What follows belongs to an exercise in optimizing a design on an open flow for small area; a production flow would make more cautious choices. Only simulation tests tie the RTL to the original design; equivalence was not proved.

## slink_ll
module slink_ll (
  input  wire         clk,
  input  wire         reset,
  input  wire         enable,
  input  wire [7:0]   swi_short_packet_max,
  input  wire [1:0]   delimeter,
  input  wire [2:0]   tx_active_lanes,
  input  wire [2:0]   rx_active_lanes,
  input  wire         swi_allow_ecc_corrected,
  input  wire         swi_ecc_corrected_causes_reset,
  input  wire         swi_ecc_corrupted_causes_reset,
  input  wire         swi_crc_corrupted_causes_reset,
  input  wire         tx_sop,
  input  wire [7:0]   tx_data_id,
  input  wire [15:0]  tx_word_count,
  input  wire [31:0]  tx_app_data,
  output wire         tx_advance,
  input  wire         tx_sds_sent,
  input  wire         tx_ll_valid,
  output wire [31:0]  tx_link_data,
  output wire         tx_link_idle,
  input  wire         rx_sds_received,
  input  wire         rx_ll_valid,
  input  wire [31:0]  rx_link_data,
  input  wire         external_link_reset_condition,
  output wire         rx_sop,
  output wire [7:0]   rx_data_id,
  output wire [15:0]  rx_word_count,
  output wire [31:0]  rx_app_data,
  output wire         rx_valid,
  output wire         rx_ecc_corrected,
  output wire         rx_ecc_corrupted,
  output wire         rx_crc_corrupted,
  ...
Size: about 1,700 cells after synthesis, about 210 I/O pins.
clock: 12.0 ns
lec_check: 0
cap_margin: 20
core_margin: 2
core_utilization: 60
slew_margin: 20
standard.sh (not shown) runs the stock make flow with config.mk's settings and CLKGATE_MAP_FILE= SYNTH_SCRIPT=/design/flow/synth_recipe.tcl, a recipe that flattens the netlist after the stock synthesis.
==> flow/flow/run.sh <==
#!/bin/bash
# Standard layout, except: the combinational logic of the standard synthesis
# is re-mapped for area (registers untouched; the smallest of four ABC runs
# with different seeds is kept), the port buffers are buf_1, and the clock
# tree uses clkbuf_8 without dummy loads.
set -euo pipefail
W=$(pwd)
R=$W/orfs/results/$FLOW_PLATFORM/slink_ll/base
YOSYS=$FLOW_HOME/../tools/install/yosys/bin/yosys
LIB=$FLOW_HOME/platforms/$FLOW_PLATFORM/lib/sky130_fd_sc_hd__tt_025C_1v80.lib
bash standard.sh synth > log_1_standard_synth.txt 2>&1
cp $R/1_2_yosys.v $W/std_1_2_yosys.v
for S in 0 1 2 3; do
  sed "s/-S 0/-S $S/" $W/flow/area.abc > $W/area_S$S.abc
  ( RS_LIB=$LIB RS_IN=$W/std_1_2_yosys.v RS_OUT=$W/resynth_S$S.v RS_ABC=$W/area_S$S.abc \
    RS_STAT_IN=$W/stat_std_S$S.txt RS_STAT_OUT=$W/stat_resynth_S$S.txt \
    $YOSYS -c $W/flow/resynth.tcl > log_2_resynth_S$S.txt 2>&1 || rm -f $W/resynth_S$S.v ) &
done
wait
best=""; best_area=""
for S in 0 1 2 3; do
  [[ -s $W/resynth_S$S.v && -s $W/stat_resynth_S$S.txt ]] || continue
  a=$(awk '/Chip area/ {print $NF}' $W/stat_resynth_S$S.txt)
  if [[ -z "$best" ]] || awk -v a="$a" -v b="$best_area" 'BEGIN {exit !(a < b)}'; then
    best=$S; best_area=$a
  fi
done
echo "resynth seeds: kept S=$best (area $best_area)" > log_2_resynth_choice.txt
cp $W/resynth_S$best.v $R/1_2_yosys.v
bash standard.sh "BUFFER_PORTS_ARGS=-buffer_cell sky130_fd_sc_hd__buf_1" \
  "CTS_ARGS=-sink_clustering_enable -repair_clock_nets -buf_list sky130_fd_sc_hd__clkbuf_8 -sink_clustering_size 14 -dont_use_dummy_load" \
  finish > log_3_standard_finish.txt 2>&1
Other scripts of this flow, unchanged in this note and not shown: flow/flow/area.abc, flow/flow/resynth.tcl
Next try:
--- a/flow/design.v
+++ b/flow/design.v
@@ -384,29 +384,33 @@
                          lane2 ? ~remaining[2] & ~(remaining[1] & remaining[0]) :
                                  ~remaining[2] & ~remaining[1]);
 wire        never_in  = (&word_count[15:2]) && (lane4 ? (word_count[1] | word_count[0]) : lane2 && (word_count[1] & word_count[0]));
 always @(posedge clk or posedge reset) begin
   if(reset) begin
     state               <= WAIT_SDS;
     link_data_reg       <= 32'd0;
+    byte_count          <= 2'd0;
+    remaining           <= 16'd0;
+    never               <= 1'b0;
+    ecc_reg             <= 6'd0;
     delim_count         <= 2'd0;
+    is_short_pkt_reg    <= 1'b0;
+    crc                 <= 16'hffff;
   end else begin
     state               <= nstate;
     link_data_reg       <= link_data_reg_in;
+    byte_count          <= byte_count_in;
+    remaining           <= remaining_in;
     delim_count         <= delim_count_in;
-  end
-end
-always @(posedge clk) begin
-  byte_count          <= byte_count_in;
-  remaining           <= remaining_in;
-  crc                 <= crc_in;
-  if(hdr_load) begin
-    never             <= never_in;
-    ecc_reg           <= hdr_ecc;
-    is_short_pkt_reg  <= is_short_pkt;
+    crc                 <= crc_in;
+    if(hdr_load) begin
+      never             <= never_in;
+      ecc_reg           <= hdr_ecc;
+      is_short_pkt_reg  <= is_short_pkt;
+    end
   end
 end
 always @(*) begin
   nstate            = state;
   link_data_reg_in  = link_data_reg;
   byte_count_in     = byte_count;
   remaining_in      = remaining;
@@ -767,37 +771,42 @@
 wire [15:0] byte_count_step = slink_add16(byte_count, {13'd0, lane4, lane2, lane1});
 wire        last_data       = slink_ge16(byte_count_step, word_count_reg);
 wire sop_app;
 wire valid_app;
 always @(posedge clk or posedge reset) begin
   if(reset) begin
     state               <= WAIT_SDS;
+    app_data_reg        <= 32'd0;
+    data_id_reg         <= 8'd0;
+    word_count_reg      <= 16'd0;
     sop                 <= 1'b0;
     valid               <= 1'b0;
+    byte_count          <= 16'd0;
+    sop_sent            <= 1'b0;
+    crc_corr_prev       <= 1'b0;
     crc_corrupted       <= 1'b0;
     link_reset_condition<= 1'b0;
     delim_count         <= 2'd0;
+    crc                 <= 16'hffff;
   end else begin
     state               <= nstate;
+    app_data_reg        <= app_data_reg_in;
+    data_id_reg         <= data_id_reg_in;
+    word_count_reg      <= word_count_reg_in;
     sop                 <= sop_app;
     valid               <= valid_app;
+    byte_count          <= byte_count_in;
+    sop_sent            <= sop_sent_in;
+    crc_corr_prev       <= crc_corr_prev_in;
     crc_corrupted       <= crc_corrupted_in;
     link_reset_condition<= link_reset_condition_in;
     delim_count         <= delim_count_in;
+    crc                 <= crc_in;
   end
 end
-always @(posedge clk) begin
-  app_data_reg        <= app_data_reg_in;
-  data_id_reg         <= data_id_reg_in;
-  word_count_reg      <= word_count_reg_in;
-  byte_count          <= byte_count_in;
-  sop_sent            <= sop_sent_in;
-  crc_corr_prev       <= crc_corr_prev_in;
-  crc                 <= crc_in;
-end
 always @(*) begin
   nstate                = state;
   app_data_reg_in       = app_data_reg;
   data_id_reg_in        = data_id_reg;
   word_count_reg_in     = word_count_reg;
   sop_in                = 1'b0;
   valid_in              = 1'b0;
Result: Die area rises by 1.3%; sequential share of layout area falls by 3.5 points; non-clock buffer count rises by 3; routed wire length rises by 6.6%; setup slack gets better by 0.032 ns; clock skew falls by 0.0094 ns; final area hardly moves; via count rises by 6.9%; first-iteration DRC count rises by 22%.

[what the ideal ports hide]
In the flow no input, the clock included, has a driving cell. The finished layouts below were timed again as built, in two steps.
Step 1 (the two cells are an assumption about what drives the block):
set clk [get_ports {clk}]
set_driving_cell -lib_cell sky130_fd_sc_hd__clkbuf_16 $clk
set_driving_cell -lib_cell sky130_fd_sc_hd__buf_2 [delete_from_list [all_inputs] $clk]
Step 2 moves the port delays by t, midway between the first and last clock arrival at a register: inputs arrive t later, outputs are due t later. That takes back most of the time a late clock gives input paths.
a / b / c = no drivers / after step 1 / after step 2; a / b = the first two.
run | t, ns | setup WS [ns] | hold WS [ns] | worst register clock-pin slew, ns
the first run | 0.524 | 2.376 / 2.347 / 2.347 | 0.467 / 0.467 / 0.467 | 0.12 / 0.12
the second run | 0.514 | 2.408 / 2.386 / 1.969 | 0.482 / 0.482 / 0.482 | 0.12 / 0.12
After both steps every run listed still meets setup and hold. For the second run, which loses most, drivers alone change the setup slack by -0.022 ns; drivers and shift together by -0.439 ns.
